What follows belongs to an exercise in optimizing a design on an open flow for small area; a production flow would make more cautious choices.
Function was checked by simulation only, so behaviour that the tests miss may differ from the original.
Power and IR drop assume default switching activity.

==> design/flow/design.v <==
module updown_count #(
    parameter W = 5
) (
    input  logic         clk,
    input  logic         rst,
    input  logic         inc,
    input  logic         dec,
    output logic [W-1:0] count
);
  logic up, dn;
  logic [W-1:0] all1, all0;
  assign up = inc && !dec;
  assign dn = dec && !inc;
  always_comb begin
    all1[0] = 1'b1;
    all0[0] = 1'b1;
    for (int i = 1; i < W; i++) begin
      all1[i] = all1[i-1] & count[i-1];
      all0[i] = all0[i-1] & !count[i-1];
    end
  end
  always_ff @(posedge clk) begin
    if (rst) count <= '0;
    else count <= count ^ ((all1 & {W{up}}) | (all0 & {W{dn}}));
  end
endmodule
module shift_fifo #(
    parameter DEPTH = 16,
    parameter EXTRA = 1
) (
    input  logic                        clk,
    input  logic                        rst,
    input  logic                        wr_en,   
    input  logic                        rd_en,   
    input  logic [7:0]                  wdata,
    output logic [8*(DEPTH+EXTRA)-1:0]  mem,
    output logic [$clog2(DEPTH+1)-1:0]  count
);
  always_ff @(posedge clk) begin
    if (wr_en) mem <= {mem[8*(DEPTH+EXTRA)-9:0], wdata};
  end
  updown_count #(
      .W($clog2(DEPTH + 1))
  ) counter (
      .clk  (clk),
      .rst  (rst),
      .inc  (wr_en),
      .dec  (rd_en),
      .count(count)
  );
endmodule
module uart_tx (
    input  logic        clk_i,
    input  logic        rst_ni,
    input  logic [15:0] baud_div_i,
    input  logic        tx_we_i,    
    input  logic        tx_en_i,
    input  logic [ 7:0] din_i,
    output logic        empty_o,
    output logic        full_o,
    output logic        tx_bit_o
);
  function automatic logic [7:0] mux16(input logic [127:0] m, input logic [3:0] s);
    logic [63:0] l1;
    logic [31:0] l2;
    logic [15:0] l3;
    for (int i = 0; i < 8; i++) l1[8*i+:8] = s[0] ? m[16*i+8+:8] : m[16*i+:8];
    for (int i = 0; i < 4; i++) l2[8*i+:8] = s[1] ? l1[16*i+8+:8] : l1[16*i+:8];
    for (int i = 0; i < 2; i++) l3[8*i+:8] = s[2] ? l2[16*i+8+:8] : l2[16*i+:8];
    mux16 = s[3] ? l3[15:8] : l3[7:0];
  endfunction
  localparam logic [3:0] P_STOP = 4'b0000, P_IDLE = 4'b0001, P_START = 4'b0111;
  logic [  3:0] phase;
  logic [ 15:0] baud_counter;
  logic [127:0] mem;
  logic [  7:0] tx_shift;
  logic [  4:0] count;
  logic         tick, go, pop, push;
  logic [ 16:0] bc_inc;
  logic [  7:0] head;
  assign empty_o = (count == 5'd0);
  assign full_o  = count[4];
  logic [16:0] carry;
  always_comb begin
    carry[0] = 1'b1;
    for (int i = 0; i < 16; i++) begin
      bc_inc[i]  = baud_counter[i] ^ carry[i];
      carry[i+1] = baud_counter[i] & carry[i];
    end
    bc_inc[16] = carry[16];
  end
  assign tick   = (bc_inc == {1'b0, baud_div_i});
  assign go     = tx_en_i && !empty_o;
  assign pop    = go && (phase == P_IDLE || (phase == P_STOP && tick));
  assign push   = tx_we_i && !full_o;
  shift_fifo #(
      .DEPTH(16),
      .EXTRA(0)
  ) tx_buffer (
      .clk  (clk_i),
      .rst  (!rst_ni),
      .wr_en(push),
      .rd_en(pop),
      .wdata(din_i),
      .mem  (mem),
      .count(count)
  );
  assign head = mux16({mem[119:0], mem[127:120]}, count[3:0]);
  always_ff @(posedge clk_i) begin
    if (pop) tx_shift <= head;
    else if (phase[3] && tick) tx_shift <= {1'b0, tx_shift[7:1]};
  end
  always_comb begin
    if (phase[3]) tx_bit_o = tx_shift[0];
    else tx_bit_o = (phase != P_START);
  end
  always_ff @(posedge clk_i or negedge rst_ni) begin
    if (!rst_ni) begin
      phase <= P_IDLE;
    end else begin
      if (phase == P_IDLE) begin
        if (go) phase <= P_START;
      end else if (tick) begin
        if (phase == P_STOP) phase <= go ? P_START : P_IDLE;
        else phase <= phase ^ {&phase[2:0], &phase[1:0], phase[0], 1'b1};
      end
    end
  end
  always_ff @(posedge clk_i) begin
    if (phase == P_IDLE || tick) baud_counter <= '0;
    else baud_counter <= bc_inc[15:0];
  end
endmodule
module uart_rx (
    input  logic        clk_i,
    input  logic        rst_ni,
    input  logic [15:0] baud_div_i,
    input  logic        rx_re_i,    
    input  logic        rx_en_i,
    input  logic        rx_bit_i,
    output logic [ 7:0] dout_o,     
    output logic        full_o,
    output logic        empty_o
);
  function automatic logic [7:0] mux16(input logic [127:0] m, input logic [3:0] s);
    logic [63:0] l1;
    logic [31:0] l2;
    logic [15:0] l3;
    for (int i = 0; i < 8; i++) l1[8*i+:8] = s[0] ? m[16*i+8+:8] : m[16*i+:8];
    for (int i = 0; i < 4; i++) l2[8*i+:8] = s[1] ? l1[16*i+8+:8] : l1[16*i+:8];
    for (int i = 0; i < 2; i++) l3[8*i+:8] = s[2] ? l2[16*i+8+:8] : l2[16*i+:8];
    mux16 = s[3] ? l3[15:8] : l3[7:0];
  endfunction
  localparam logic [3:0] P_STOP = 4'b0000, P_IDLE = 4'b0001, P_START = 4'b0111;
  logic [  3:0] phase;
  logic [ 15:0] baud_counter;
  logic         mid_tick, end_tick, start, wr, shift_en;
  logic [15:0] bc_inc;
  logic [16:0] carry;
  always_comb begin
    carry[0] = 1'b1;
    for (int i = 0; i < 16; i++) begin
      bc_inc[i]  = baud_counter[i] ^ carry[i];
      carry[i+1] = baud_counter[i] & carry[i];
    end
  end
  assign mid_tick = (baud_counter == {1'b0, baud_div_i[15:1]});
  assign end_tick = (baud_counter == baud_div_i);
  logic [127:0] mem;
  logic [  4:0] q;
  logic         free0;
  assign full_o  = q[4] && !free0;
  assign empty_o = (q == {4'b0, free0});
  assign start   = (phase == P_IDLE) && rx_en_i && !rx_bit_i && !full_o;
  assign wr      = (phase == P_STOP) && end_tick && !full_o;
  assign shift_en = (start && !free0) || (wr && !free0);
  always_ff @(posedge clk_i) begin
    if (phase[3] && mid_tick) mem[7:0] <= {rx_bit_i, mem[7:1]};
  end
  always_ff @(posedge clk_i) begin
    if (shift_en) mem[127:8] <= mem[119:0];
  end
  always_ff @(posedge clk_i) begin
    if (!rst_ni) free0 <= 1'b0;
    else if (start) free0 <= 1'b1;
    else if (wr) free0 <= 1'b0;
  end
  updown_count #(
      .W(5)
  ) counter (
      .clk  (clk_i),
      .rst  (!rst_ni),
      .inc  (shift_en),
      .dec  (rx_re_i),
      .count(q)
  );
  assign dout_o = mux16(mem, q[3:0]);
  always_ff @(posedge clk_i or negedge rst_ni) begin
    if (!rst_ni) begin
      phase <= P_IDLE;
    end else begin
      if (phase == P_IDLE) begin
        if (start) phase <= P_START;
      end else if (mid_tick) begin
        if (phase == P_START) phase <= rx_bit_i ? P_IDLE : 4'b1000;
        else if (phase == P_STOP) begin
          if (rx_bit_i) phase <= P_IDLE;
        end else phase <= phase ^ {&phase[2:0], &phase[1:0], phase[0], 1'b1};
      end
    end
  end
  always_ff @(posedge clk_i) begin
    if (phase == P_IDLE || end_tick) baud_counter <= '0;
    else baud_counter <= bc_inc;
  end
endmodule
module uart #(
    parameter DATA_WIDTH = 8,
    parameter FIFO_DEPTH = 16
) (
    input  logic        clk_i,
    input  logic        rst_ni,
    input  logic        stb_i,
    input  logic [ 1:0] adr_i,
    input  logic [ 3:0] byte_sel_i,
    input  logic        we_i,
    input  logic [31:0] dat_i,
    output logic [31:0] dat_o,
    input  logic        uart_rx_i,
    output logic        uart_tx_o
);
  logic [15:0] baud_div_reg;
  logic        tx_en_reg, rx_en_reg;
  logic        tx_full, tx_empty, rx_full, rx_empty;
  logic [ 7:0] rx_byte;
  logic [ 1:0] rd_adr;   
  logic [ 3:0] status_q;   
  uart_tx uart_tx_inst (
      .clk_i     (clk_i),
      .rst_ni    (rst_ni),
      .baud_div_i(baud_div_reg),
      .tx_we_i   (stb_i && we_i && adr_i == 2'd3),
      .tx_en_i   (tx_en_reg),
      .din_i     (dat_i[7:0]),
      .empty_o   (tx_empty),
      .full_o    (tx_full),
      .tx_bit_o  (uart_tx_o)
  );
  uart_rx uart_rx_inst (
      .clk_i     (clk_i),
      .rst_ni    (rst_ni),
      .baud_div_i(baud_div_reg),
      .rx_re_i   (stb_i && !we_i && adr_i == 2'd3 && !rx_empty),
      .rx_en_i   (rx_en_reg),
      .rx_bit_i  (uart_rx_i),
      .dout_o    (rx_byte),
      .full_o    (rx_full),
      .empty_o   (rx_empty)
  );
  always_ff @(posedge clk_i) begin
    if (!rst_ni) begin
      baud_div_reg <= 16'd0;
      tx_en_reg    <= 1'b0;
      rx_en_reg    <= 1'b0;
    end else if (stb_i && we_i) begin
      if (adr_i == 2'd0 && (byte_sel_i[0] || byte_sel_i[1])) baud_div_reg <= dat_i[15:0];
      if (adr_i == 2'd1 && byte_sel_i[0]) begin
        tx_en_reg <= dat_i[0];
        rx_en_reg <= dat_i[1];
      end
    end
  end
  always_ff @(posedge clk_i) begin
    rd_adr   <= adr_i;
    status_q <= {rx_empty, rx_full, tx_empty, tx_full};
  end
  always_comb begin
    dat_o = '0;
    unique case (rd_adr)
      2'd0: dat_o[15:0] = baud_div_reg;
      2'd1: dat_o[1:0] = {rx_en_reg, tx_en_reg};
      2'd2: dat_o[3:0] = status_q;
      2'd3: if (!status_q[3]) dat_o[7:0] = rx_byte;
    endcase
  end
endmodule
==> design/flow/flow/run.sh <==
#!/bin/bash
# Standard layout with two changes: clock tree without dummy loads, and
# port buffers of the smallest buffer cell.
set -euo pipefail
export CTS_ARGS="-sink_clustering_enable -repair_clock_nets -dont_use_dummy_load -buf_list sky130_fd_sc_hd__clkbuf_8 -sink_clustering_size 20 -sink_clustering_max_diameter 40"
export BUFFER_PORTS_ARGS="-buffer_cell sky130_fd_sc_hd__buf_1"
bash standard.sh > standard.log 2>&1
==> design/flow/standard.sh <==
#!/bin/bash
# synth_recipe.tcl (not shown) runs the flow's synth.tcl, then flattens the netlist and writes it again
# the make line also repeats each setting of config.mk as NAME=value (left out here)
make -C /OpenROAD-flow-scripts/flow DESIGN_CONFIG=/design/flow/config.mk WORK_HOME=/design/flow/orfs CLKGATE_MAP_FILE= SYNTH_SCRIPT=/design/flow/synth_recipe.tcl "${@:-finish}"
==> design/flow/config.mk <==
export PLATFORM = sky130hd
export DESIGN_NAME = uart
export DESIGN_NICKNAME = uart
export VERILOG_FILES = /design/flow/design.v
export SDC_FILE = /design/flow/constraint.sdc
export NUM_CORES = 4
export LEC_CHECK = 0
export CAP_MARGIN = 20
export CORE_MARGIN = 2
export CORE_UTILIZATION = 65
export PLACE_DENSITY = 0.8
export SLEW_MARGIN = 20
==> design/flow/constraint.sdc <==
create_clock -name core_clock -period 10.0 [get_ports {clk_i}]
set_input_delay 2.0000 -clock core_clock [delete_from_list [all_inputs] [get_ports {clk_i}]]
set_output_delay 2.0000 -clock core_clock [all_outputs]
set_load 0.01 [all_outputs]
==> impl_metrics.py, run 1 <==
metrics = {
    "global_route": {
        "grtUsageMet3_pct": 5.33,
        "use_met2_pct": 37.0,
        "grt_pass1_wl_um": 41600,
        "use_met1_pct": 34.4,
        "antenna_found_initial": 0,
        "grt_usage_pct": 23.8,
        "grt_pass1_vias": 7744,
        "gr-total-overflow": 0,
        "gr-max-usage-layer": "met2",
        "grt_start_max_net_pins": 97,
    },
    "place": {
        "dp_cells": 1136,
        "dp_hpwl_um": 16800,
        "gp_congestion": 0.893,
        "port_buffers": 41,
    },
    "finish": {
        "seqCellArea_sq_mm": 0.00947,
        "nFillCells": 1323,
        "drive_gt1_share_pct": 16.1,
        "num_antenna_cells": 0,
        "reg_top3": "uart_rx_inst.mem x128, uart_tx_inst.tx_buffer.mem x128",
        "area_growth_pct": 6.43,
        "multi_input_area_sq_mm": 0.00439,
        "layout_common_cells": "edfxtp_1, mux4_2, dfxtp_1, ha_1, buf_1",
        "layout_commonest_cell": "edfxtp_1",
        "nNetsFinal": 987,
        "instances_no_fill": 1176,
    },
    "floorplanning": {
        "die_h_um": 152,
        "io_pins": 76,
        "dieArea_sq_mm": 0.0230,
        "rows": 53,
        "core_sq_mm": 0.0212,
        "fp.dieW_um": 152,
        "initial_core_util_pct": 66.7,
    },
    "routing": {
        "antenna_left": 0,
        "drtIter0Drc": 719,
        "wire_per_inst_um": 22.4,
        "num_vias": 7475,
        "first_pass_iters": 4,
        "drc": 0,
        "wl_um": 26400,
        "vias_per_cell": 6.36,
    },
    "clock_network": {
        "hold_buffers": 0,
        "cts_max_path_buffers": 3,
        "clk_pin_slew_ns": 0.09,
        "post_cts_resized": 0,
        "clkSinkCount": 339,
        "cts_tree": "done",
        "ctsHtreeMaxLevel": 2,
        "cts_buffers": 40,
        "cts_setup_buffers": 0,
        "clock_latency_ns": 0.55,
        "ctsRootBufferMaster": "clkbuf_8",
    },
    "synth": {
        "synth_ff_type": "edfxtp_1",
        "async_flop_share_pct": 2.36,
        "yosysSeqAreaShare_pct": 66.9,
        "synth_top_area_share_pct": 56.0,
        "syn_area_per_cell_sq_um": 16.6,
        "yosys_warnings": 5,
        "netlist.top_cell.by_area": "edfxtp_1",
        "synth_area_leaders": "edfxtp_1, mux4_2, dfxtp_1, ha_1, xnor2_1",
        "syn_area_sq_mm": 0.0141,
        "ys_types": 56,
        "synth_edf_count": 264,
        "synth-seq-cells": 339,
        "syn_inst": 853,
    },
    "critical_path": {
        "cp_slowest_cell": "nor4_1",
        "r2r_slack_ns": 4.43,
        "cpMostUsedCell": "ha_1",
        "crit_buf_inv": 1,
        "crit_family": "adder cells",
        "end_kind": "register",
        "critPathKind": "register to register",
        "cp-start-kind": "register",
        "required_ns": 10.43,
        "arrival_ns": 6.01,
        "slowest_delay_ns": 0.43,
        "cp_max_fo": 11,
    },
    "sta": {
        "fmax_ghz": 0.179,
        "finalSetupTns_ns": 0,
        "rsz0062_at_grt": "false",
        "setup_viol": 0,
        "fin_crit_sh_pct": 55.7,
        "drv_slew": 0,
        "hold_violations": 0,
        "worst_slew_pin_slew_ns": 0.898,
        "relSlewSlack_pct": 40.0,
        "clock_skew_ns": 0.0577,
        "finalCriticalPeriod_ns": 5.57,
    },
    "power_and_ir_drop": {
        "p_leak_nw": 5.20,
        "vdd_drop_max_v": 0.000175,
        "p_per_area_mw_per_mm2": 210,
    },
    "hold_path": {
        "worstHoldPathType": "register to register",
    },
    "outcome": {
        "status": "complete, no violations",
    },
    "run": {
        "cap_violations": 0,
    },
}
==> synth_stat cells, types with 22 or more instances <==
cell type    n
dfxtp_1     67
nor2b_1     26
and2_1      33
ha_1        41
mux4_2      65
nand2_1     22
mux2i_1     25
edfxtp_1   264
clkbuf_1    29
xnor2_1     38
nor2_1      26
==> where the power goes <==
group          internal (W)  switching [W]
logic              0.000229       0.000306
registers           0.00173       0.000108
clock network      0.000355       0.000434
==> metal layers <==
metal  up-vias  part of all wire [%]  wire (um)
li1       3330                     -          -
met1      3780                    42      11200
met2       312                    48      12700
met3        53                   7.6       2000
met4         0                   1.9        490
met5         -                     0          0
==> metrics by stage <==
step | utilization (%) | power [W] | cell area, sq um | hold WS, ns | setup slack, ns
5_1_grt | 71.0 | 0.00331 | 15100 | 0.420 | 4.08
3_3_place_gp | 68.3 | 0.00235 | 14500 | 0.399 | 4.25
4_1_cts | 70.9 | 0.00319 | 15000 | 0.408 | 4.03
2_1_floorplan | - | 0.00228 | 14200 | 0.367 | 0.316
3_5_place_dp | 68.3 | 0.00241 | 14500 | 0.411 | 4.15
6_report | 71.0 | 0.00316 | 15100 | 0.406 | 4.43
==> worst paths after layout <==
check	startpoint	cells past startpoint	endpoint
hold reg to reg	uart_rx_inst.mem[39]$_DFFE_PN_	0	uart_rx_inst.mem[47]$_DFFE_PN_
min in group asynchronous	rst_ni	2	uart_tx_inst.phase[3]$_DFFE_PN0P_
hold / removal	uart_rx_inst.mem[39]$_DFFE_PN_	0	uart_rx_inst.mem[47]$_DFFE_PN_
max in group asynchronous	rst_ni	2	uart_rx_inst.phase[0]$_DFFE_PN1P_
setup / recovery	uart_tx_inst.baud_counter[0]$_SDFF_PP0_	27	uart_tx_inst.tx_buffer.counter.count[4]$_SDFF_PN0_
setup reg to reg	uart_tx_inst.baud_counter[0]$_SDFF_PP0_	27	uart_tx_inst.tx_buffer.counter.count[4]$_SDFF_PN0_
==> cell families after synthesis <==
group | synth area share [%]
muxes | 12.8
and+or+nand+nor | 6.86
DFF | 66.9
other | 0.0265
adders and majority gates | 3.63
xor gates and xnor gates | 3.52
AOI/OAI and AO/OA | 3.70
buffers and inverters | 2.56
==> area by class of cell <==
cell class | instances | share of cell area [%]
sequential | 339 | 62.9
multi-input combinational | 453 | 29.2
clock buffer | 40 | 3.66
tap | 275 | 2.29
timing repair buffer | 50 | 1.50
inverter | 19 | 0.490
==> run 2: changes to the inputs <==
==> design/flow/run.sh (new file) <==
#!/bin/bash
# synth_recipe.tcl (not shown) runs the flow's synth.tcl, then flattens the netlist and writes it again
# the make line also repeats each setting of config.mk as NAME=value (left out here)
make -C /OpenROAD-flow-scripts/flow DESIGN_CONFIG=/design/flow/config.mk WORK_HOME=/design/flow/orfs CLKGATE_MAP_FILE= SYNTH_SCRIPT=/design/flow/synth_recipe.tcl finish
--- a/design/flow/config.mk
+++ b/design/flow/config.mk
@@ -9,4 +9,7 @@
 export CORE_MARGIN = 2
-export CORE_UTILIZATION = 65
-export PLACE_DENSITY = 0.8
+export CORE_UTILIZATION = 75
+export CTS_BUF_LIST = sky130_fd_sc_hd__clkbuf_8
+export CTS_CLUSTER_DIAMETER = 60
+export CTS_CLUSTER_SIZE = 18
+export PLACE_DENSITY = 0.85
 export SLEW_MARGIN = 20
removed: design/flow/flow/run.sh
removed: design/flow/standard.sh
==> impl_metrics.py, run 2 <==
metrics = {
    "outcome": {
        "status": "complete, no violations",
    },
    "synth": {
        "synth_area_leaders": "edfxtp_1, mux4_2, dfxtp_1, ha_1, xnor2_1",
        "synth_top_area_share_pct": 56.0,
        "yosysMostFrequentCell": "edfxtp_1",
        "synth_ff_type": "edfxtp_1",
        "synth_edf_count": 264,
        "syn_area_per_cell_sq_um": 16.6,
        "netlist.top_cell.by_area": "edfxtp_1",
        "yosysSeqAreaShare_pct": 66.9,
        "yosys_warnings": 5,
        "syn_inst": 853,
        "syn_area_sq_mm": 0.0141,
        "synthTopCellsByCount": "edfxtp_1, dfxtp_1, mux4_2",
        "async_flop_share_pct": 2.36,
        "ys_types": 56,
        "synth-seq-cells": 339,
    },
    "place": {
        "dp_hpwl_um": 17300,
        "gp_congestion": 0.908,
        "place_ws_ns": 4.03,
        "port_buffers": 41,
    },
    "finish": {
        "nNetsFinal": 969,
        "layout_common_cells": "edfxtp_1, mux4_2, dfxtp_1, ha_1, clkdlybuf4s50_1",
        "num_antenna_cells": 0,
        "layout_commonest_cell": "edfxtp_1",
        "drive_gt1_share_pct": 14.6,
        "area_growth_pct": 7.10,
        "reg_top3": "uart_rx_inst.mem x128, uart_tx_inst.tx_buffer.mem x128",
    },
    "clock_network": {
        "cts_max_path_buffers": 3,
        "cts_tree": "done",
        "cts_setup_buffers": 0,
        "clkSinkCount": 339,
        "ctsHtreeMaxLevel": 1,
        "ctsRootBufferMaster": "clkbuf_8",
        "clk_pin_slew_ns": 0.12,
        "clock_latency_ns": 0.57,
        "post_cts_resized": 0,
        "hold_buffers": 0,
        "cts_buffers": 23,
    },
    "sta": {
        "drv_slew": 0,
        "fin_ws_ns": 3.94,
        "rsz0062_at_grt": "false",
        "hold_violations": 0,
        "fmax_ghz": 0.165,
        "clock_skew_ns": 0.0187,
        "setup_viol": 0,
        "finalCriticalPeriod_ns": 6.06,
        "fin_crit_sh_pct": 60.6,
        "relSlewSlack_pct": 26.8,
        "finalSetupTns_ns": 0,
        "worst_slew_pin_slew_ns": 1.10,
    },
    "global_route": {
        "antenna_found_initial": 0,
        "grt_pass1_wl_um": 40700,
        "grt_pass1_vias": 7559,
        "grt_usage_pct": 26.4,
        "grt_start_max_net_pins": 106,
        "gr-total-overflow": 0,
    },
    "critical_path": {
        "required_ns": 10.47,
        "cpMostUsedCell": "ha_1",
        "crit_buf_inv": 1,
        "end_kind": "register",
        "arrival_ns": 6.54,
        "cp_max_fo": 11,
        "reg2reg_from": "uart_tx_inst.baud_counter[0]$_SDFF_PP0_",
        "r2r_end": "uart_tx_inst.tx_buffer.counter.count[3]$_SDFF_PN0_",
        "slowest_delay_ns": 0.50,
        "worst_r2r_path_depth": 26,
        "crit_family": "adder cells",
        "cp-start-kind": "register",
        "r2r_slack_ns": 3.94,
        "cp_slowest_cell": "nor4_1",
        "critPathKind": "register to register",
    },
    "routing": {
        "wl_um": 25900,
        "wire_per_inst_um": 22.8,
        "drtIter0Drc": 707,
        "antenna_left": 0,
        "vias_per_cell": 6.53,
        "num_vias": 7419,
        "first_pass_iters": 5,
        "drc": 0,
    },
    "hold_path": {
        "whs_path_depth": 0,
        "worstHoldPathType": "register to register",
        "holdPathEnd": "status_q[0]$_DFF_P_",
        "min-delay-start": "uart_tx_inst.tx_buffer.counter.count[4]$_SDFF_PN0_",
    },
    "floorplanning": {
        "initial_core_util_pct": 76.1,
        "dieArea_sq_mm": 0.0200,
        "die_h_um": 141,
        "rows": 50,
        "io_pins": 76,
        "fp.dieW_um": 141,
        "core_sq_mm": 0.0186,
    },
    "power_and_ir_drop": {
        "p_per_area_mw_per_mm2": 203,
        "p_leak_nw": 5.28,
        "power.total_w": 0.00308,
        "vdd_drop_max_v": 0.000169,
    },
    "run": {
        "cap_violations": 0,
    },
}
run 2: cell counts after synthesis:
Identical to the previous run, type by type.
run 2: logic make-up after synthesis:
group | Yosys count | synth area share (%)
adders and majority gates | 41 | 3.63
DFF | 339 | 66.9
AOI/OAI and AO/OA | 72 | 3.70
and+or+nand+nor | 170 | 6.86
xor gates and xnor gates | 56 | 3.52
buffers and inverters | 76 | 2.56
muxes | 98 | 12.8
other | 1 | 0.0265
run 2: how the worst max path moves through the flow:
| stage | startpoint | endpoint | cells past startpoint |
|---|---|---|---|
| 3_5_place_dp | uart_tx_inst.baud_counter[0]$_SDFF_PP0_ | uart_tx_inst.tx_shift[2]$_DFFE_PP_ | 20 |
| 3_3_place_gp | uart_tx_inst.baud_counter[0]$_SDFF_PP0_ | uart_tx_inst.tx_shift[4]$_DFFE_PP_ | 20 |
| 5_1_grt | uart_tx_inst.baud_counter[0]$_SDFF_PP0_ | uart_tx_inst.tx_buffer.counter.count[3]$_SDFF_PN0_ | 26 |
| 2_1_floorplan | uart_rx_i | uart_rx_inst.counter.count[4]$_SDFF_PN0_ | 8 |
| 4_1_cts | uart_tx_inst.baud_counter[0]$_SDFF_PP0_ | uart_tx_inst.tx_buffer.counter.count[3]$_SDFF_PN0_ | 26 |
| 6_report | uart_tx_inst.baud_counter[0]$_SDFF_PP0_ | uart_tx_inst.tx_buffer.counter.count[3]$_SDFF_PN0_ | 26 |
run 2: area by class of cell:
| cell class | instances | area (sq um) |
|---|---|---|
| fillers | 954 | 3430 |
| multi-input cells | 453 | 4390 |
| well taps | 234 | 293 |
| inverters | 19 | 73.8 |
| repair buffers | 49 | 474 |
| clock inverters | 19 | 135 |
| flip-flops and latches | 339 | 9470 |
| clock buffers | 23 | 317 |
run 2: per-stage QoR:
| step | cells | area, sq um | util [%] | hold slack [ns] |
|---|---|---|---|---|
| floorplan | 868 | 14200 | - | 0.367 |
| global placement | 1094 | 14700 | 79.1 | 0.390 |
| detailed placement | 1094 | 14700 | 79.1 | 0.395 |
| CTS | 1136 | 15100 | 81.5 | 0.410 |
| global route | 1136 | 15200 | 81.5 | 0.421 |
| finish | 1136 | 15200 | 81.5 | 0.417 |
run 2: metal layers:
metal / part of all wire, % / global-route usage, % / up-vias
li1: - / - / 3314
met1: 42 / 37.9 / 3767
met2: 50 / 43.5 / 276
met3: 5.3 / 3.24 / 62
met4: 3.4 / 8.53 / 0
met5: 0 / 0 / -
run 2: worst reg2reg max path, cell delays in order, from the launching register on:
cell	delay, ns
dfxtp_1	0.35
ha_1	0.20
ha_1	0.18
ha_1	0.18
ha_1	0.20
ha_1	0.20
ha_1	0.19
ha_1	0.18
ha_1	0.18
ha_1	0.19
ha_1	0.19
ha_1	0.19
ha_1	0.19
ha_1	0.19
ha_1	0.18
ha_1	0.30
xnor2_1	0.14
nand4_1	0.09
or3_1	0.35
nor4_1	0.50
a21oi_1	0.45
inv_1	0.15
ha_1	0.21
nand2_1	0.13
o21ai_0	0.35
xnor2_1	0.14
and2_1	0.17
run 2: power breakdown:
part           internal, W  switching, W
clock             0.000272      0.000417
sequential         0.00173     0.0000944
combinational     0.000239      0.000324
total              0.00224      0.000835
==> run 3: changes to the inputs <==
==> design/flow/flow/run.sh (new file) <==
#!/bin/bash
# The standard layout (standard.sh) with these changes:
# - synthesis: the standard synthesis script, except that ABC maps the logic
#   with an area-oriented script (flow/abc_area.script). Flip-flop mapping and
#   register names are those of the standard synthesis.
# - clock tree: no dummy loads; clkbuf_8 buffers; sink clusters of up to 18
#   flip-flops within 60 um.
# - port buffers: buf_1.
# - one tie cell drives all constant outputs.
# Each tool's output goes to the ORFS logs under orfs/logs; make's output to
# standard.log.
set -euo pipefail
W=$PWD
sed "s#^source \$::env(SCRIPTS_DIR)/synth_preamble.tcl#&\nset abc_args [lreplace \$abc_args 1 1 $W/flow/abc_area.script]#" \
  "$FLOW_HOME/scripts/synth.tcl" > synth_area.tcl
sed "s#source \$::env(SCRIPTS_DIR)/synth.tcl#source $W/synth_area.tcl#" synth_recipe.tcl > synth_recipe_area.tcl
sed "s#SYNTH_SCRIPT=[^ ]*#SYNTH_SCRIPT=$W/synth_recipe_area.tcl#" standard.sh > standard_area.sh
grep -q "abc_area.script" synth_area.tcl
grep -q "synth_area.tcl" synth_recipe_area.tcl
grep -q "synth_recipe_area.tcl" standard_area.sh
export CTS_ARGS="-sink_clustering_enable -repair_clock_nets -dont_use_dummy_load -buf_list sky130_fd_sc_hd__clkbuf_8 -sink_clustering_size 18 -sink_clustering_max_diameter 60"
export SKIP_REPAIR_TIE_FANOUT=1
export BUFFER_PORTS_ARGS="-buffer_cell sky130_fd_sc_hd__buf_1"
bash standard_area.sh > standard.log 2>&1
==> design/flow/flow/abc_area.script (new file) <==
&get -n
&st
&dc2
&dch -f
&nf -p -R 1000 -C 32 -F 8 -A 4
&put
==> design/flow/standard.sh (new file) <==
#!/bin/bash
# synth_recipe.tcl (not shown) runs the flow's synth.tcl, then flattens the netlist and writes it again
# the make line also repeats each setting of config.mk as NAME=value (left out here)
make -C /OpenROAD-flow-scripts/flow DESIGN_CONFIG=/design/flow/config.mk WORK_HOME=/design/flow/orfs CLKGATE_MAP_FILE= SYNTH_SCRIPT=/design/flow/synth_recipe.tcl "${@:-finish}"
--- a/design/flow/config.mk
+++ b/design/flow/config.mk
@@ -10,5 +10,2 @@
 export CORE_UTILIZATION = 75
-export CTS_BUF_LIST = sky130_fd_sc_hd__clkbuf_8
-export CTS_CLUSTER_DIAMETER = 60
-export CTS_CLUSTER_SIZE = 18
 export PLACE_DENSITY = 0.85
removed: design/flow/run.sh
==> impl_metrics.py, run 3 <==
metrics = {
    "synth": {
        "synth-seq-cells": 339,
        "async_flop_share_pct": 2.36,
        "syn_inst": 932,
        "yosysSeqAreaShare_pct": 69.2,
        "syn_area_sq_mm": 0.0137,
        "synth_edf_count": 264,
        "synth_ff_type": "edfxtp_1",
        "netlist.top_cell.by_area": "edfxtp_1",
        "synth_top_area_share_pct": 57.9,
        "syn_area_per_cell_sq_um": 14.7,
        "yosysMostFrequentCell": "edfxtp_1",
        "yosys_warnings": 5,
        "synth_area_leaders": "edfxtp_1, dfxtp_1, mux4_2, ha_1, a21oi_1",
        "ys_types": 46,
        "synthTopCellsByCount": "edfxtp_1, nand2_1, dfxtp_1, nor2_1, a21oi_1",
    },
    "floorplanning": {
        "dieArea_sq_mm": 0.0193,
        "io_pins": 76,
        "fp.dieW_um": 139,
        "core_sq_mm": 0.0180,
        "initial_core_util_pct": 76.2,
        "die_h_um": 139,
        "rows": 49,
    },
    "critical_path": {
        "crit_buf_inv": 2,
        "required_ns": 8.00,
        "r2r_end": "uart_tx_inst.tx_buffer.counter.count[4]$_SDFF_PN0_",
        "cp_max_fo": 38,
        "end_kind": "output pin",
        "critPathKind": "register to output pin",
        "cp-start-kind": "register",
        "reg2reg_from": "uart_tx_inst.baud_counter[0]$_SDFF_PP0_",
        "slowest_delay_ns": 0.60,
        "arrival_ns": 3.70,
        "worstSetupStartpoint": "uart_rx_inst.counter.count[0]$_SDFF_PN0_",
        "cp_slowest_cell": "mux4_2",
        "crit_family": "compound AO/OA/AOI/OAI gates",
        "r2r_slack_ns": 4.41,
        "worst_r2r_path_depth": 29,
        "crit_chain": "buf_4 -> mux4_2 -> mux2_1 -> a222oi_1 -> nor2_1 -> a2111oi_0 -> a21oi_1 -> buf_1",
        "crit_cells": 8,
        "endpoint": "dat_o[1]",
    },
    "sta": {
        "clock_skew_ns": 0.0465,
        "relSlewSlack_pct": 29.5,
        "fmax_ghz": 0.176,
        "whs_ns": 0.403,
        "fin_crit_sh_pct": 57.0,
        "drv_slew": 0,
        "rsz0062_at_grt": "false",
        "finalCriticalPeriod_ns": 5.70,
        "setup_viol": 0,
        "worst_slew_pin_slew_ns": 1.05,
        "finalSetupTns_ns": 0,
        "hold_violations": 0,
    },
    "routing": {
        "first_pass_iters": 5,
        "vias_per_cell": 6.73,
        "antenna_left": 0,
        "drtIter0Drc": 912,
        "wire_per_inst_um": 22.7,
        "num_vias": 8239,
        "wl_um": 27700,
        "drc": 0,
    },
    "clock_network": {
        "hold_buffers": 0,
        "cts_buffers": 23,
        "clkSinkCount": 339,
        "ctsRootBufferMaster": "clkbuf_8",
        "post_cts_resized": 0,
        "cts_max_path_buffers": 3,
        "cts_setup_buffers": 0,
        "cts_tree": "done",
        "clk_pin_slew_ns": 0.10,
        "ctsHtreeMaxLevel": 1,
        "clock_latency_ns": 0.55,
    },
    "power_and_ir_drop": {
        "vdd_drop_max_v": 0.000168,
        "p_leak_nw": 4.77,
        "p_per_area_mw_per_mm2": 166,
        "power.total_w": 0.00240,
    },
    "global_route": {
        "grt_pass1_wl_um": 43000,
        "grt_pass1_vias": 7980,
        "grt_start_max_net_pins": 71,
        "gr-total-overflow": 0,
        "grt_usage_pct": 28.4,
        "antenna_found_initial": 0,
    },
    "finish": {
        "drive_gt1_share_pct": 7.54,
        "nFillCells": 936,
        "area_growth_pct": 5.58,
        "nNetsFinal": 1081,
        "multi_input_area_sq_mm": 0.00397,
        "layout_commonest_cell": "edfxtp_1",
        "layout_common_cells": "edfxtp_1, nand2_1, nor2_1, dfxtp_1, a21oi_1",
        "seqCellArea_sq_mm": 0.00947,
        "design_area_sq_mm": 0.0145,
        "reg_top3": "uart_rx_inst.mem x128, uart_tx_inst.tx_buffer.mem x128",
        "num_antenna_cells": 0,
    },
    "place": {
        "port_buffers": 41,
        "dp_hpwl_um": 17600,
        "gp_congestion": 0.896,
        "placed_area_sq_mm": 0.0141,
    },
    "run": {
        "cap_violations": 0,
    },
    "hold_path": {
        "worstHoldPathType": "register to register",
        "min-delay-start": "uart_rx_inst.mem[101]$_DFFE_PN_",
    },
    "outcome": {
        "status": "complete, no violations",
    },
}
-- run 3: cell types whose count changed after synthesis, sizes merged, moves of 16 or more --
cell,previous run,this run
nor2,26,67
and3,16,0
xnor2,39,22
inv,19,0
o21ai,14,46
clkbuf,29,0
nand2,22,71
mux4,65,32
o22ai,5,21
o221ai,0,16
a21oi,13,61
clkinv,0,36
-- run 3: stage by stage --
| step | util [%] | std cells | worst slack, ns |
|---|---|---|---|
| finish | 80.5 | 1224 | 4.30 |
| global route | 80.5 | 1224 | 4.05 |
| CTS | 80.5 | 1224 | 4.24 |
| detailed placement | 78.7 | 1201 | 4.48 |
| global placement | 78.7 | 1200 | 4.34 |
| floorplan | - | 932 | 0.296 |
-- run 3: kinds of logic after synthesis --
logic type	share of synthesized area (%)
buffers and inverters	1.86
adders and majority gates	3.75
AOI/OAI and AO/OA	8.59
muxes	6.73
and+or+nand+nor	7.81
other	0.0274
DFF	69.2
xor gates and xnor gates	2.05
-- run 3: worst min-delay path by stage --
stage / endpoint / slack (ns) / cells past startpoint
2_1_floorplan: status_q[0]$_DFF_P_ / 0.37 / 0
3_3_place_gp: status_q[0]$_DFF_P_ / 0.42 / 0
3_5_place_dp: status_q[0]$_DFF_P_ / 0.42 / 0
4_1_cts: uart_rx_inst.mem[69]$_DFFE_PN_ / 0.41 / 0
5_1_grt: uart_rx_inst.mem[69]$_DFFE_PN_ / 0.41 / 0
6_report: uart_rx_inst.mem[109]$_DFFE_PN_ / 0.40 / 0
-- run 3: worst register-to-register path, delay by kind of cell (launching register included) --
family,cells,cell delay [ns]
AOI/OAI and AO/OA,5,0.77
adders and majority gates,16,3.06
buffers and inverters,2,0.19
DFF,1,0.36
and+or+nand+nor,6,1.17
-- run 3: report_power, final --
group | internal, W | switching [W] | total [W]
logic | 0.0000780 | 0.000121 | 0.000199
clock network | 0.000207 | 0.000386 | 0.000594
registers | 0.00156 | 0.0000401 | 0.00160
-- run 3: routing by layer --
layer,wire (um),part of all wire (%),up-vias,GRT usage (%)
li1,-,-,3710,-
met1,11200,40,4046,39.9
met2,13800,50,413,47.1
met3,1920,6.9,70,3.87
met4,863,3.1,0,9.57
met5,0,0,-,0
-- run 3: cell type report --
class                   instances  area share [%]
flip-flops and latches        339            65.5
multi-input cells             541            27.5
clock buffers                  23            2.19
well taps                     229            1.98
repair buffers                 56            1.84
inverters                      36           0.952
==> run 4: changes to the inputs <==
==> design/flow/flow/abc_area.script (replaced) <==
strash
ifraig
dc2
dch -f
amap -m -F 4 -A 8
--- a/design/flow/config.mk
+++ b/design/flow/config.mk
@@ -7,3 +7,3 @@
 export LEC_CHECK = 0
-export CAP_MARGIN = 20
+export CAP_MARGIN = 0
 export CORE_MARGIN = 2
@@ -11,2 +11,2 @@
 export PLACE_DENSITY = 0.85
-export SLEW_MARGIN = 20
+export SLEW_MARGIN = 0
==> impl_metrics.py, run 4 <==
metrics = {
    "synth": {
        "yosys_warnings": 5,
        "synth_top_area_share_pct": 58.6,
        "synth-seq-cells": 339,
        "synthXorXnorAreaFrac_pct": 0,
        "muxShareOfSynthArea_pct": 0,
        "synth_area_leaders": "edfxtp_1, dfxtp_1, o22ai_1, ha_1, o21ai_0",
        "synth_top_family_by_area": "compound AO/OA/AOI/OAI gates",
        "syn_inst": 980,
        "yosysSeqAreaShare_pct": 70.0,
        "synthTopCellsByCount": "edfxtp_1, o22ai_1, clkinv_1",
        "synth_edf_count": 264,
        "syn_area_per_cell_sq_um": 13.8,
        "synth-adder-area-share_pct": 3.79,
        "async_flop_share_pct": 2.36,
        "synth_compound_area_share_pct": 18.0,
        "yosysMostFrequentCell": "edfxtp_1",
        "synth_ff_type": "edfxtp_1",
        "syn_area_sq_mm": 0.0135,
        "yosys.area_share.simple_pct": 4.96,
        "ys_types": 43,
        "netlist.top_cell.by_area": "edfxtp_1",
    },
    "hold_path": {
        "whs_path_depth": 0,
        "min-delay-start": "uart_tx_inst.tx_buffer.mem[78]$_DFFE_PP_",
        "worstHoldPathType": "register to register",
        "holdPathEnd": "uart_tx_inst.tx_buffer.mem[86]$_DFFE_PP_",
    },
    "global_route": {
        "grt_usage_pct": 28.6,
        "gr-total-overflow": 0,
        "grt_pass1_vias": 8464,
        "grt_start_max_net_pins": 85,
        "antenna_found_initial": 0,
        "grt_pass1_wl_um": 44400,
    },
    "clock_network": {
        "cts_max_path_buffers": 3,
        "hold_buffers": 0,
        "clock_latency_ns": 0.57,
        "ctsHtreeMaxLevel": 1,
        "cts_setup_buffers": 0,
        "clk_pin_slew_ns": 0.11,
        "cts_buffers": 24,
        "cts_tree": "done",
        "ctsRootBufferMaster": "clkbuf_8",
        "clkSinkCount": 339,
        "post_cts_resized": 0,
    },
    "routing": {
        "first_pass_iters": 7,
        "drtIter0Drc": 1153,
        "wire_per_inst_um": 21.7,
        "wl_um": 27600,
        "num_vias": 8884,
        "vias_per_cell": 6.98,
        "drc": 0,
        "antenna_left": 0,
    },
    "power_and_ir_drop": {
        "p_per_area_mw_per_mm2": 176,
        "vdd_drop_max_v": 0.000169,
        "p_leak_nw": 4.74,
    },
    "critical_path": {
        "worst_r2r_path_depth": 27,
        "arrival_ns": 6.78,
        "end_kind": "register",
        "cpMostUsedCell": "ha_1",
        "reg2reg_from": "uart_tx_inst.baud_counter[0]$_SDFF_PP0_",
        "cp_slowest_cell": "nand3_1",
        "r2r_end": "uart_tx_inst.tx_buffer.counter.count[4]$_SDFF_PN0_",
        "slowest_delay_ns": 0.56,
        "cp_max_fo": 18,
        "cp-start-kind": "register",
        "required_ns": 10.46,
        "critPathKind": "register to register",
        "r2r_slack_ns": 3.68,
    },
    "sta": {
        "rsz0062_at_grt": "false",
        "relSlewSlack_pct": 25.2,
        "worst_slew_pin_slew_ns": 1.12,
        "fin_ws_ns": 3.68,
        "finalSetupTns_ns": 0,
        "clock_skew_ns": 0.0511,
        "finalCriticalPeriod_ns": 6.32,
        "fmax_ghz": 0.158,
        "hold_violations": 0,
        "fin_crit_sh_pct": 63.2,
        "setup_viol": 0,
        "drv_slew": 0,
    },
    "floorplanning": {
        "dieArea_sq_mm": 0.0191,
        "initial_core_util_pct": 75.9,
        "die_h_um": 138,
        "core_sq_mm": 0.0178,
        "rows": 49,
        "io_pins": 76,
        "fp.dieW_um": 138,
    },
    "finish": {
        "nNetsFinal": 1130,
        "num_antenna_cells": 0,
        "nFillCells": 984,
        "layout_common_cells": "edfxtp_1, o22ai_1, clkinv_1, nor2_1, o21ai_0",
        "layout_commonest_cell": "edfxtp_1",
        "area_growth_pct": 5.78,
        "reg_top3": "uart_rx_inst.mem x128, uart_tx_inst.tx_buffer.mem x128",
        "drive_gt1_share_pct": 4.21,
    },
    "run": {
        "cap_violations": 0,
    },
    "place": {
        "dp_hpwl_um": 17700,
        "place_ws_ns": 3.72,
        "port_buffers": 41,
        "gp_congestion": 0.942,
    },
    "outcome": {
        "status": "complete, no violations",
    },
}
## run 4: changes by cell type after synthesis, sizes merged, moves of 20 or more
cell	delta
o21ai	+24
a22oi	+25
a21oi	-33
o22a	+22
xnor2	-22
nand2	-54
clkinv	+48
mux4	-32
and2	-20
o22ai	+93
## run 4: worst max-delay path, delay by kind of cell (launching register included)
kind / cells / cell delay, ns
DFF: 1 / 0.36
adders and majority gates: 16 / 3.11
AOI/OAI and AO/OA: 4 / 0.73
and+or+nand+nor: 4 / 1.62
buffers and inverters: 3 / 0.41
## run 4: how the worst max path moves through the flow
| stage | startpoint | endpoint | depth (start not counted) |
|---|---|---|---|
| after global routing | uart_tx_inst.baud_counter[0]$_SDFF_PP0_ | uart_tx_inst.tx_buffer.counter.count[4]$_SDFF_PN0_ | 27 |
| after floorplan | stb_i | uart_tx_inst.tx_buffer.counter.count[4]$_SDFF_PN0_ | 9 |
| after detailed placement | uart_tx_inst.baud_counter[0]$_SDFF_PP0_ | uart_tx_inst.tx_buffer.counter.count[4]$_SDFF_PN0_ | 27 |
| after CTS | uart_tx_inst.baud_counter[0]$_SDFF_PP0_ | uart_tx_inst.tx_buffer.counter.count[4]$_SDFF_PN0_ | 27 |
| final | uart_tx_inst.baud_counter[0]$_SDFF_PP0_ | uart_tx_inst.tx_buffer.counter.count[4]$_SDFF_PN0_ | 27 |
| after global placement | uart_tx_inst.baud_counter[0]$_SDFF_PP0_ | uart_tx_inst.tx_buffer.counter.count[4]$_SDFF_PN0_ | 27 |
## run 4: cells by family after synthesis
kind of cell               after synthesis
buffers and inverters                  100
other                                    1
DFF                                    339
AOI/OAI and AO/OA                      354
and+or+nand+nor                        145
adders and majority gates               41
## run 4: layer usage
metal  share of wire (%)  track usage [%]  vias up
li1                    -                -     4047
met1                  42             44.7     4317
met2                  46             44.0      456
met3                 8.6             3.64       64
met4                 2.8             7.30        0
met5                   0                0        -
## run 4: where the power goes
part,internal (W),switching (W)
Clock,0.000216,0.000391
Sequential,0.00156,0.0000465
Combinational,0.000124,0.000186
Total,0.00190,0.000623
## run 4: final cells by class
class                           count  area, sq um  share of cell area, %
Sequential cell                   339         9470                   66.2
Multi-Input combinational cell    541         3650                   25.5
Clock buffer                       24          330                   2.31
Inverter                           84          318                   2.22
Tap cell                          229          287                   2.00
Timing Repair Buffer               56          267                   1.86
## run 4: per-stage QoR
stage	instances	power, W	utilization [%]	hold slack (ns)	area (sq um)
3_3_place_gp	1249	0.00193	78.4	0.425	14000
4_1_cts	1273	0.00253	80.3	0.439	14300
2_1_floorplan	980	0.00186	-	0.397	13600
5_1_grt	1273	0.00263	80.3	0.449	14300
3_5_place_dp	1249	0.00194	78.4	0.430	14000
6_report	1273	0.00253	80.3	0.435	14300
==> run 5: changes to the inputs <==
--- a/design/flow/config.mk
+++ b/design/flow/config.mk
@@ -7,6 +7,7 @@
 export LEC_CHECK = 0
-export CAP_MARGIN = 0
+export CAP_MARGIN = 20
 export CORE_MARGIN = 2
 export CORE_UTILIZATION = 75
+export GPL_TIMING_DRIVEN = 0
 export PLACE_DENSITY = 0.85
-export SLEW_MARGIN = 0
+export SLEW_MARGIN = 20
==> impl_metrics.py, run 5 <==
metrics = {
    "synth": {
        "yosys.area_share.simple_pct": 4.96,
        "ys_types": 43,
        "syn_area_per_cell_sq_um": 13.8,
        "yosysMostFrequentCell": "edfxtp_1",
        "muxShareOfSynthArea_pct": 0,
        "synth_area_leaders": "edfxtp_1, dfxtp_1, o22ai_1, ha_1, o21ai_0",
        "netlist.top_cell.by_area": "edfxtp_1",
        "async_flop_share_pct": 2.36,
        "synthTopCellsByCount": "edfxtp_1, o22ai_1, clkinv_1",
        "synth_compound_area_share_pct": 18.0,
        "yosys_warnings": 5,
        "synth_edf_count": 264,
        "syn_area_sq_mm": 0.0135,
        "synth-seq-cells": 339,
        "yosysSeqAreaShare_pct": 70.0,
        "synth_top_area_share_pct": 58.6,
        "synth-adder-area-share_pct": 3.79,
        "syn_inst": 980,
        "synthXorXnorAreaFrac_pct": 0,
        "synth_top_family_by_area": "compound AO/OA/AOI/OAI gates",
        "synth_ff_type": "edfxtp_1",
    },
    "critical_path": {
        "cp-start-kind": "register",
        "slowest_delay_ns": 0.58,
        "r2r_end": "uart_tx_inst.tx_buffer.counter.count[4]$_SDFF_PN0_",
        "end_kind": "register",
        "worst_r2r_path_depth": 27,
        "required_ns": 10.45,
        "cpMostUsedCell": "ha_1",
        "cp_max_fo": 18,
        "arrival_ns": 6.91,
        "crit_family": "adder cells",
        "worstSetupStartpoint": "uart_tx_inst.baud_counter[0]$_SDFF_PP0_",
        "critPathKind": "register to register",
        "r2r_slack_ns": 3.55,
        "cp_slowest_cell": "nand3_1",
        "crit_buf_inv": 3,
        "endpoint": "uart_tx_inst.tx_buffer.counter.count[4]$_SDFF_PN0_",
        "reg2reg_from": "uart_tx_inst.baud_counter[0]$_SDFF_PP0_",
        "crit_cells": 27,
    },
    "finish": {
        "num_antenna_cells": 0,
        "layout_common_cells": "edfxtp_1, o22ai_1, clkinv_1, nor2_1, o21ai_0",
        "layout_commonest_cell": "edfxtp_1",
        "area_growth_pct": 7.37,
        "nNetsFinal": 1145,
        "reg_top3": "uart_rx_inst.mem x128, uart_tx_inst.tx_buffer.mem x128",
        "drive_gt1_share_pct": 6.42,
    },
    "routing": {
        "drtIter0Drc": 1244,
        "first_pass_iters": 8,
        "drc": 0,
        "num_vias": 9092,
        "wire_per_inst_um": 22.0,
        "antenna_left": 0,
        "vias_per_cell": 7.06,
        "wl_um": 28400,
    },
    "sta": {
        "finalCriticalPeriod_ns": 6.45,
        "hold_violations": 0,
        "fmax_ghz": 0.155,
        "worst_slew_pin_slew_ns": 1.07,
        "fin_ws_ns": 3.55,
        "finalSetupTns_ns": 0,
        "clock_skew_ns": 0.0340,
        "drv_slew": 0,
        "rsz0062_at_grt": "false",
        "relSlewSlack_pct": 28.4,
        "fin_crit_sh_pct": 64.5,
        "whs_ns": 0.453,
        "setup_viol": 0,
    },
    "global_route": {
        "antenna_found_initial": 0,
        "grt_usage_pct": 28.6,
        "grt_start_max_net_pins": 92,
        "use_met2_pct": 44.6,
        "use_met1_pct": 42.6,
        "gr-max-usage-layer": "met2",
        "grtUsageMet3_pct": 4.16,
        "grt_pass1_wl_um": 44100,
        "gr-total-overflow": 0,
        "grt_pass1_vias": 8543,
    },
    "clock_network": {
        "cts_tree": "done",
        "ctsHtreeMaxLevel": 1,
        "clk_pin_slew_ns": 0.11,
        "cts_max_path_buffers": 3,
        "post_cts_resized": 0,
        "cts_buffers": 22,
        "clock_latency_ns": 0.56,
        "clkSinkCount": 339,
        "cts_setup_buffers": 0,
        "hold_buffers": 0,
        "ctsRootBufferMaster": "clkbuf_8",
    },
    "floorplanning": {
        "dieArea_sq_mm": 0.0191,
        "initial_core_util_pct": 75.9,
        "rows": 49,
        "core_sq_mm": 0.0178,
        "io_pins": 76,
        "die_h_um": 138,
        "fp.dieW_um": 138,
    },
    "place": {
        "dp_hpwl_um": 18500,
        "gp_congestion": 0.899,
        "port_buffers": 41,
        "place_ws_ns": 3.67,
    },
    "run": {
        "cap_violations": 0,
    },
    "hold_path": {
        "worstHoldPathType": "register to register",
    },
    "power_and_ir_drop": {
        "p_per_area_mw_per_mm2": 173,
        "p_leak_nw": 4.86,
        "power.total_w": 0.00252,
        "vdd_drop_max_v": 0.000164,
    },
    "outcome": {
        "status": "complete, no violations",
    },
}
==> run 5: cell counts after synthesis <==
No cell type changed its count.
==> run 5: per-layer routing <==
metal  up-vias  routed length [um]  share of wire (%)
li1       4091                   -                  -
met1      4437               11800                 41
met2       498               13200                 47
met3        66                2600                9.2
met4         0                 755                2.7
met5         -                   0                  0
==> run 5: worst min-delay path by stage <==
stage | slack [ns] | startpoint | end | cells past startpoint
2_1_floorplan | 0.40 | uart_tx_inst.tx_buffer.counter.count[4]$_SDFF_PN0_ | status_q[0]$_DFF_P_ | 0
3_3_place_gp | 0.42 | uart_rx_inst.mem[28]$_DFFE_PN_ | uart_rx_inst.mem[36]$_DFFE_PN_ | 0
3_5_place_dp | 0.43 | uart_rx_inst.mem[29]$_DFFE_PN_ | uart_rx_inst.mem[37]$_DFFE_PN_ | 0
4_1_cts | 0.45 | uart_tx_inst.tx_buffer.mem[103]$_DFFE_PP_ | uart_tx_inst.tx_buffer.mem[111]$_DFFE_PP_ | 0
5_1_grt | 0.46 | uart_rx_inst.mem[26]$_DFFE_PN_ | uart_rx_inst.mem[34]$_DFFE_PN_ | 0
6_report | 0.45 | uart_rx_inst.mem[30]$_DFFE_PN_ | uart_rx_inst.mem[38]$_DFFE_PN_ | 0
==> run 5: final cells by class <==
cell class / count / area [sq um]
repair buffers: 57 / 373
inverters: 84 / 322
plain buffers: 16 / 120
well taps: 229 / 287
flip-flops and latches: 339 / 9480
multi-input cells: 541 / 3660
clock buffers: 22 / 303
fillers: 920 / 3300
==> run 5: stage by stage <==
step | instance area, sq um | utilization [%] | cells
finish | 14500 | 81.5 | 1288
detailed placement | 14200 | 79.8 | 1266
CTS | 14500 | 81.5 | 1288
global route | 14500 | 81.5 | 1288
floorplan | 13600 | - | 980
global placement | 14000 | 78.4 | 1250
==> run 5: cell families (layout without fill, tap and decap cells) <==
group | count (synthesis) | in the layout
flip-flops | 339 | 339
AO/OA/AOI/OAI | 354 | 354
adder cells (fa/ha/maj) | 41 | 41
other | 1 | 1
AND/OR/NAND/NOR | 145 | 145
buffers and inverters | 100 | 179
==> run 5: power breakdown <==
part           switching (W)  internal (W)  leakage, nW
combinational       0.000185      0.000129         1.67
sequential         0.0000491       0.00156         3.03
clock               0.000390      0.000199        0.158
==> run 6: changes to the inputs <==
--- a/design/flow/config.mk
+++ b/design/flow/config.mk
@@ -10,3 +10,2 @@
 export CORE_UTILIZATION = 75
-export GPL_TIMING_DRIVEN = 0
 export PLACE_DENSITY = 0.85
==> impl_metrics.py, run 6 <==
metrics = {
    "routing": {
        "drtIter0Drc": 1153,
        "drc": 0,
        "wire_per_inst_um": 21.7,
        "first_pass_iters": 7,
        "num_vias": 8884,
        "wl_um": 27600,
        "antenna_left": 0,
        "vias_per_cell": 6.98,
    },
    "place": {
        "place_ws_ns": 3.72,
        "port_buffers": 41,
        "dp_hpwl_um": 17700,
        "dp_cells": 1249,
        "gp_congestion": 0.942,
    },
    "synth": {
        "ys_types": 43,
        "synth_ff_type": "edfxtp_1",
        "synth-adder-area-share_pct": 3.79,
        "synth_top_area_share_pct": 58.6,
        "yosys_warnings": 5,
        "yosysMostFrequentCell": "edfxtp_1",
        "netlist.top_cell.by_area": "edfxtp_1",
        "async_flop_share_pct": 2.36,
        "synth-seq-cells": 339,
        "syn_inst": 980,
        "yosys.area_share.simple_pct": 4.96,
        "syn_area_per_cell_sq_um": 13.8,
        "synth_compound_area_share_pct": 18.0,
        "syn_area_sq_mm": 0.0135,
        "synth_top_family_by_area": "compound AO/OA/AOI/OAI gates",
        "muxShareOfSynthArea_pct": 0,
        "synth_area_leaders": "edfxtp_1, dfxtp_1, o22ai_1, ha_1, o21ai_0",
        "synthXorXnorAreaFrac_pct": 0,
        "synthTopCellsByCount": "edfxtp_1, o22ai_1, clkinv_1",
        "synth_edf_count": 264,
        "yosysSeqAreaShare_pct": 70.0,
    },
    "power_and_ir_drop": {
        "clockPowerShare_pct": 24.0,
        "comb_power_share_pct": 12.3,
        "netSwitchingFraction_pct": 24.7,
        "p_per_area_mw_per_mm2": 176,
        "p_sw_w": 0.000623,
        "vdd_drop_max_v": 0.000169,
        "power.total_w": 0.00253,
        "seq_power_share_pct": 63.7,
        "p_leak_nw": 4.74,
        "p_int_w": 0.00190,
    },
    "clock_network": {
        "cts_setup_buffers": 0,
        "cts_buffers": 24,
        "clk_pin_slew_ns": 0.11,
        "ctsRootBufferMaster": "clkbuf_8",
        "clkSinkCount": 339,
        "hold_buffers": 0,
        "ctsHtreeMaxLevel": 1,
        "cts_tree": "done",
        "clock_latency_ns": 0.57,
        "cts_max_path_buffers": 3,
        "post_cts_resized": 0,
    },
    "critical_path": {
        "critPathKind": "register to register",
        "required_ns": 10.46,
        "arrival_ns": 6.78,
        "cp_slowest_cell": "nand3_1",
        "slowest_delay_ns": 0.56,
        "crit_buf_inv": 3,
        "crit_family": "adder cells",
        "cpMostUsedCell": "ha_1",
        "end_kind": "register",
        "cp-start-kind": "register",
        "cp_max_fo": 18,
    },
    "floorplanning": {
        "rows": 49,
        "io_pins": 76,
        "die_h_um": 138,
        "initial_core_util_pct": 75.9,
        "fp.dieW_um": 138,
        "dieArea_sq_mm": 0.0191,
        "core_sq_mm": 0.0178,
    },
    "sta": {
        "hold_violations": 0,
        "fmax_ghz": 0.158,
        "fin_ws_ns": 3.68,
        "finalCriticalPeriod_ns": 6.32,
        "fin_crit_sh_pct": 63.2,
        "setup_viol": 0,
        "rsz0062_at_grt": "false",
        "drv_slew": 0,
        "clock_skew_ns": 0.0511,
        "relSlewSlack_pct": 25.2,
        "finalSetupTns_ns": 0,
        "worst_slew_pin_slew_ns": 1.12,
    },
    "finish": {
        "drive_gt1_share_pct": 4.21,
        "nNetsFinal": 1130,
        "layout_commonest_cell": "edfxtp_1",
        "num_antenna_cells": 0,
        "reg_top3": "uart_rx_inst.mem x128, uart_tx_inst.tx_buffer.mem x128",
        "area_growth_pct": 5.78,
        "layout_common_cells": "edfxtp_1, o22ai_1, clkinv_1, nor2_1, o21ai_0",
        "instances_no_fill": 1273,
    },
    "global_route": {
        "grt_usage_pct": 28.6,
        "antenna_found_initial": 0,
        "gr-total-overflow": 0,
        "grt_pass1_wl_um": 44400,
        "grt_pass1_vias": 8464,
        "grt_start_max_net_pins": 85,
    },
    "outcome": {
        "status": "complete, no violations",
    },
    "hold_path": {
        "worstHoldPathType": "register to register",
    },
    "run": {
        "cap_violations": 0,
    },
}
==> run 6: changes by cell type in the layout (fill, tap and decap cells not counted), moves of 2 or more <==
cell / delta
clkbuf_8: +2
nor2_2: -4
buf_6: -8
buf_16: -3
buf_4: -5
dfxtp_1: +3
nor2_1: +4
dfxtp_2: -3
==> run 6: layer usage <==
metal | wire, um | vias to the layer above | GRT usage, %
met5 | 0 | - | 0
met4 | 778 | 0 | 7.30
met3 | 2380 | 64 | 3.64
met2 | 12800 | 456 | 44.0
met1 | 11600 | 4317 | 44.7
li1 | - | 4047 | -
==> run 6: kinds of logic (layout without fill, tap and decap cells) <==
family,Yosys count,after routing
AOI/OAI and AO/OA,354,354
DFF,339,339
and+or+nand+nor,145,145
buffers and inverters,100,164
adders and majority gates,41,41
other,1,1
==> run 6: per-stage QoR <==
stage / util (%) / cell area, sq um / hold WS, ns
after floorplan: - / 13600 / 0.397
after global placement: 78.4 / 14000 / 0.425
after detailed placement: 78.4 / 14000 / 0.430
after CTS: 80.3 / 14300 / 0.439
after global routing: 80.3 / 14300 / 0.449
final: 80.3 / 14300 / 0.435
==> run 6: cell type report <==
class                   instances  area, sq um
repair buffers                 56          267
clock buffers                  24          330
well taps                     229          287
inverters                      84          318
flip-flops and latches        339         9470
fillers                       984         3520
multi-input cells             541         3650
==> run 6: path summary, 6_finish.rpt <==
kind	from	end	slack [ns]	cells past startpoint
max in group asynchronous	rst_ni	uart_rx_inst.phase[0]$_DFFE_PN1P_	8.28	2
setup reg to reg	uart_tx_inst.baud_counter[0]$_SDFF_PP0_	uart_tx_inst.tx_buffer.counter.count[4]$_SDFF_PN0_	3.68	27
hold reg to reg	uart_tx_inst.tx_buffer.mem[78]$_DFFE_PP_	uart_tx_inst.tx_buffer.mem[86]$_DFFE_PP_	0.43	0
hold / removal	uart_tx_inst.tx_buffer.mem[78]$_DFFE_PP_	uart_tx_inst.tx_buffer.mem[86]$_DFFE_PP_	0.43	0
min in group asynchronous	rst_ni	uart_tx_inst.phase[1]$_DFFE_PN0P_	1.42	2
setup / recovery	uart_tx_inst.baud_counter[0]$_SDFF_PP0_	uart_tx_inst.tx_buffer.counter.count[4]$_SDFF_PN0_	3.68	27
==> run 6: power groups by stage <==
stage	clock network (W)	registers, W	logic, W
2_1_floorplan	0	0.00163	0.000236
3_3_place_gp	0	0.00164	0.000290
3_5_place_dp	0	0.00164	0.000303
4_1_cts	0.000614	0.00161	0.000307
5_1_grt	0.000660	0.00162	0.000353
6_report	0.000607	0.00161	0.000310
==> run 7: changes to the inputs <==
--- a/design/flow/flow/run.sh
+++ b/design/flow/flow/run.sh
@@ -20,3 +20,3 @@
 grep -q "synth_recipe_area.tcl" standard_area.sh
-export CTS_ARGS="-sink_clustering_enable -repair_clock_nets -dont_use_dummy_load -buf_list sky130_fd_sc_hd__clkbuf_8 -sink_clustering_size 18 -sink_clustering_max_diameter 60"
+export CTS_ARGS="-sink_clustering_enable -repair_clock_nets -dont_use_dummy_load -buf_list sky130_fd_sc_hd__clkbuf_8 -sink_clustering_size 20 -sink_clustering_max_diameter 60"
 export SKIP_REPAIR_TIE_FANOUT=1
==> impl_metrics.py, run 7 <==
metrics = {
    "sta": {
        "setup_viol": 0,
        "hold_violations": 0,
        "drv_slew": 0,
        "relSlewSlack_pct": 27.7,
        "fin_crit_sh_pct": 63.2,
        "rsz0062_at_grt": "false",
        "finalSetupTns_ns": 0,
        "clock_skew_ns": 0.0397,
        "finalCriticalPeriod_ns": 6.32,
        "worst_slew_pin_slew_ns": 1.08,
        "fin_ws_ns": 3.68,
        "fmax_ghz": 0.158,
    },
    "critical_path": {
        "crit_family": "adder cells",
        "reg2reg_from": "uart_tx_inst.baud_counter[0]$_SDFF_PP0_",
        "cp_max_fo": 18,
        "worstSetupStartpoint": "uart_tx_inst.baud_counter[0]$_SDFF_PP0_",
        "cp-start-kind": "register",
        "r2r_slack_ns": 3.68,
        "arrival_ns": 6.78,
        "required_ns": 10.46,
        "slowest_delay_ns": 0.57,
        "cp_slowest_cell": "nand3_1",
        "crit_buf_inv": 3,
        "cpMostUsedCell": "ha_1",
        "critPathKind": "register to register",
        "end_kind": "register",
    },
    "synth": {
        "synth_top_family_by_area": "compound AO/OA/AOI/OAI gates",
        "synth_edf_count": 264,
        "netlist.top_cell.by_area": "edfxtp_1",
        "synthXorXnorAreaFrac_pct": 0,
        "synth_top_area_share_pct": 58.6,
        "yosys.area_share.simple_pct": 4.96,
        "yosysMostFrequentCell": "edfxtp_1",
        "yosysSeqAreaShare_pct": 70.0,
        "synth_compound_area_share_pct": 18.0,
        "synth_ff_type": "edfxtp_1",
        "muxShareOfSynthArea_pct": 0,
        "syn_area_sq_mm": 0.0135,
        "synthTopCellsByCount": "edfxtp_1, o22ai_1, clkinv_1",
        "syn_area_per_cell_sq_um": 13.8,
        "syn_inst": 980,
        "async_flop_share_pct": 2.36,
        "synth-adder-area-share_pct": 3.79,
        "synth_area_leaders": "edfxtp_1, dfxtp_1, o22ai_1, ha_1, o21ai_0",
        "synth-seq-cells": 339,
        "yosys_warnings": 5,
        "ys_types": 43,
    },
    "outcome": {
        "status": "complete, no violations",
    },
    "clock_network": {
        "cts_setup_buffers": 0,
        "cts_max_path_buffers": 3,
        "ctsRootBufferMaster": "clkbuf_8",
        "hold_buffers": 0,
        "ctsHtreeMaxLevel": 1,
        "clk_pin_slew_ns": 0.12,
        "post_cts_resized": 0,
        "clkSinkCount": 339,
        "cts_buffers": 22,
        "cts_tree": "done",
        "clock_latency_ns": 0.56,
    },
    "routing": {
        "drc": 0,
        "drtIter0Drc": 1273,
        "wire_per_inst_um": 21.6,
        "num_vias": 8842,
        "wl_um": 27500,
        "first_pass_iters": 7,
        "vias_per_cell": 6.96,
        "antenna_left": 0,
    },
    "hold_path": {
        "worstHoldPathType": "register to register",
        "min-delay-start": "uart_tx_inst.tx_buffer.mem[26]$_DFFE_PP_",
    },
    "power_and_ir_drop": {
        "p_leak_nw": 4.73,
        "p_int_w": 0.00189,
        "seq_power_share_pct": 64.2,
        "p_per_area_mw_per_mm2": 175,
        "clockPowerShare_pct": 23.5,
        "p_sw_w": 0.000620,
        "comb_power_share_pct": 12.3,
        "netSwitchingFraction_pct": 24.7,
        "vdd_drop_max_v": 0.000153,
    },
    "finish": {
        "layout_common_cells": "edfxtp_1, o22ai_1, clkinv_1, nor2_1, o21ai_0",
        "reg_top3": "uart_rx_inst.mem x128, uart_tx_inst.tx_buffer.mem x128",
        "nNetsFinal": 1128,
        "layout_commonest_cell": "edfxtp_1",
        "nFillCells": 963,
        "design_area_sq_mm": 0.0143,
        "drive_gt1_share_pct": 4.03,
        "num_antenna_cells": 0,
        "area_growth_pct": 5.57,
    },
    "place": {
        "place_ws_ns": 3.72,
        "gp_congestion": 0.942,
        "placed_area_sq_mm": 0.0140,
        "port_buffers": 41,
        "dp_hpwl_um": 17700,
    },
    "floorplanning": {
        "rows": 49,
        "dieArea_sq_mm": 0.0191,
        "core_sq_mm": 0.0178,
        "initial_core_util_pct": 75.9,
        "io_pins": 76,
        "fp.dieW_um": 138,
        "die_h_um": 138,
    },
    "global_route": {
        "grt_start_max_net_pins": 85,
        "antenna_found_initial": 0,
        "grt_usage_pct": 28.5,
        "grt_pass1_wl_um": 44200,
        "grt_pass1_vias": 8413,
        "gr-total-overflow": 0,
    },
    "run": {
        "cap_violations": 0,
    },
}
run 7: worst paths after layout:
kind	to	depth (start not counted)
max	uart_tx_inst.tx_buffer.counter.count[4]$_SDFF_PN0_	27
min in group asynchronous	uart_rx_inst.phase[2]$_DFFE_PN0P_	2
min	uart_tx_inst.tx_buffer.mem[34]$_DFFE_PP_	0
min reg2reg	uart_tx_inst.tx_buffer.mem[34]$_DFFE_PP_	0
max in group asynchronous	uart_rx_inst.phase[0]$_DFFE_PN1P_	2
max reg2reg	uart_tx_inst.tx_buffer.counter.count[4]$_SDFF_PN0_	27
run 7: per-stage QoR:
stage / power [W] / utilization [%] / hold slack [ns] / instances
3_3_place_gp: 0.00193 / 78.4 / 0.425 / 1249
5_1_grt: 0.00261 / 80.1 / 0.437 / 1271
3_5_place_dp: 0.00194 / 78.4 / 0.430 / 1249
4_1_cts: 0.00251 / 80.1 / 0.440 / 1271
6_report: 0.00251 / 80.1 / 0.444 / 1271
2_1_floorplan: 0.00186 / - / 0.397 / 980
run 7: power by group through the flow:
| stage | clock network (W) | logic [W] | registers, W |
|---|---|---|---|
| after floorplan | 0 | 0.000236 | 0.00163 |
| after global placement | 0 | 0.000290 | 0.00164 |
| after detailed placement | 0 | 0.000303 | 0.00164 |
| after CTS | 0.000596 | 0.000306 | 0.00161 |
| after global routing | 0.000643 | 0.000351 | 0.00162 |
| final | 0.000590 | 0.000309 | 0.00161 |
run 7: layout make-up:
| class | count | area (sq um) | area share (%) |
|---|---|---|---|
| clock buffer | 22 | 303 | 2.12 |
| inverter | 84 | 318 | 2.22 |
| multi-input combinational | 541 | 3650 | 25.5 |
| sequential | 339 | 9470 | 66.3 |
| tap | 229 | 287 | 2.00 |
| timing repair buffer | 56 | 267 | 1.86 |
run 7: routing by layer:
layer | part of all wire [%] | track usage [%] | wire, um | vias up
li1 | - | - | - | 4045
met4 | 2.1 | 6.34 | 584 | 0
met3 | 8.4 | 3.81 | 2310 | 55
met2 | 46 | 43.6 | 12700 | 451
met1 | 43 | 44.9 | 11900 | 4291
met5 | 0 | 0 | 0 | -
run 7: cell families after synthesis:
| group | Yosys count |
|---|---|
| buf+inv | 100 |
| flops | 339 |
| fa+ha+maj | 41 |
| other cells | 1 |
| compound gates | 354 |
| simple gates | 145 |

==> static timing again, ports no longer ideal <==
In the flow no input, the clock included, has a driving cell. The finished layouts below were timed again as built, in two steps. Step 1 assumes that a clkbuf_16 drives the clock port and a buf_2 every other input. Step 2 times the ports against the registers' clock, not the clock port: input delays grow and output delays shrink by t, the midpoint of the rising clock arrivals with the driver on. a / b / c = no drivers / after step 1 / after step 2; a / b = the first two.
| run | t, ns | setup WS [ns] | worst slew at a driven data input, ns |
|---|---|---|---|
| run 1 | 0.575 | 4.426 / 4.382 / 4.426 | 0.05 |
| run 2 | 0.603 | 3.936 / 3.936 / 3.936 | 0.05 |
| run 3 | 0.573 | 4.304 / 4.260 / 4.408 | 0.05 |
| run 4 | 0.583 | 3.677 / 3.677 / 3.677 | 0.04 |
| run 5 | 0.587 | 3.545 / 3.523 / 3.545 | 0.03 |
| run 6 | 0.583 | 3.677 / 3.677 / 3.677 | 0.04 |
| run 7 | 0.581 | 3.681 / 3.681 / 3.681 | 0.04 |
After both steps every run listed still meets setup and hold.
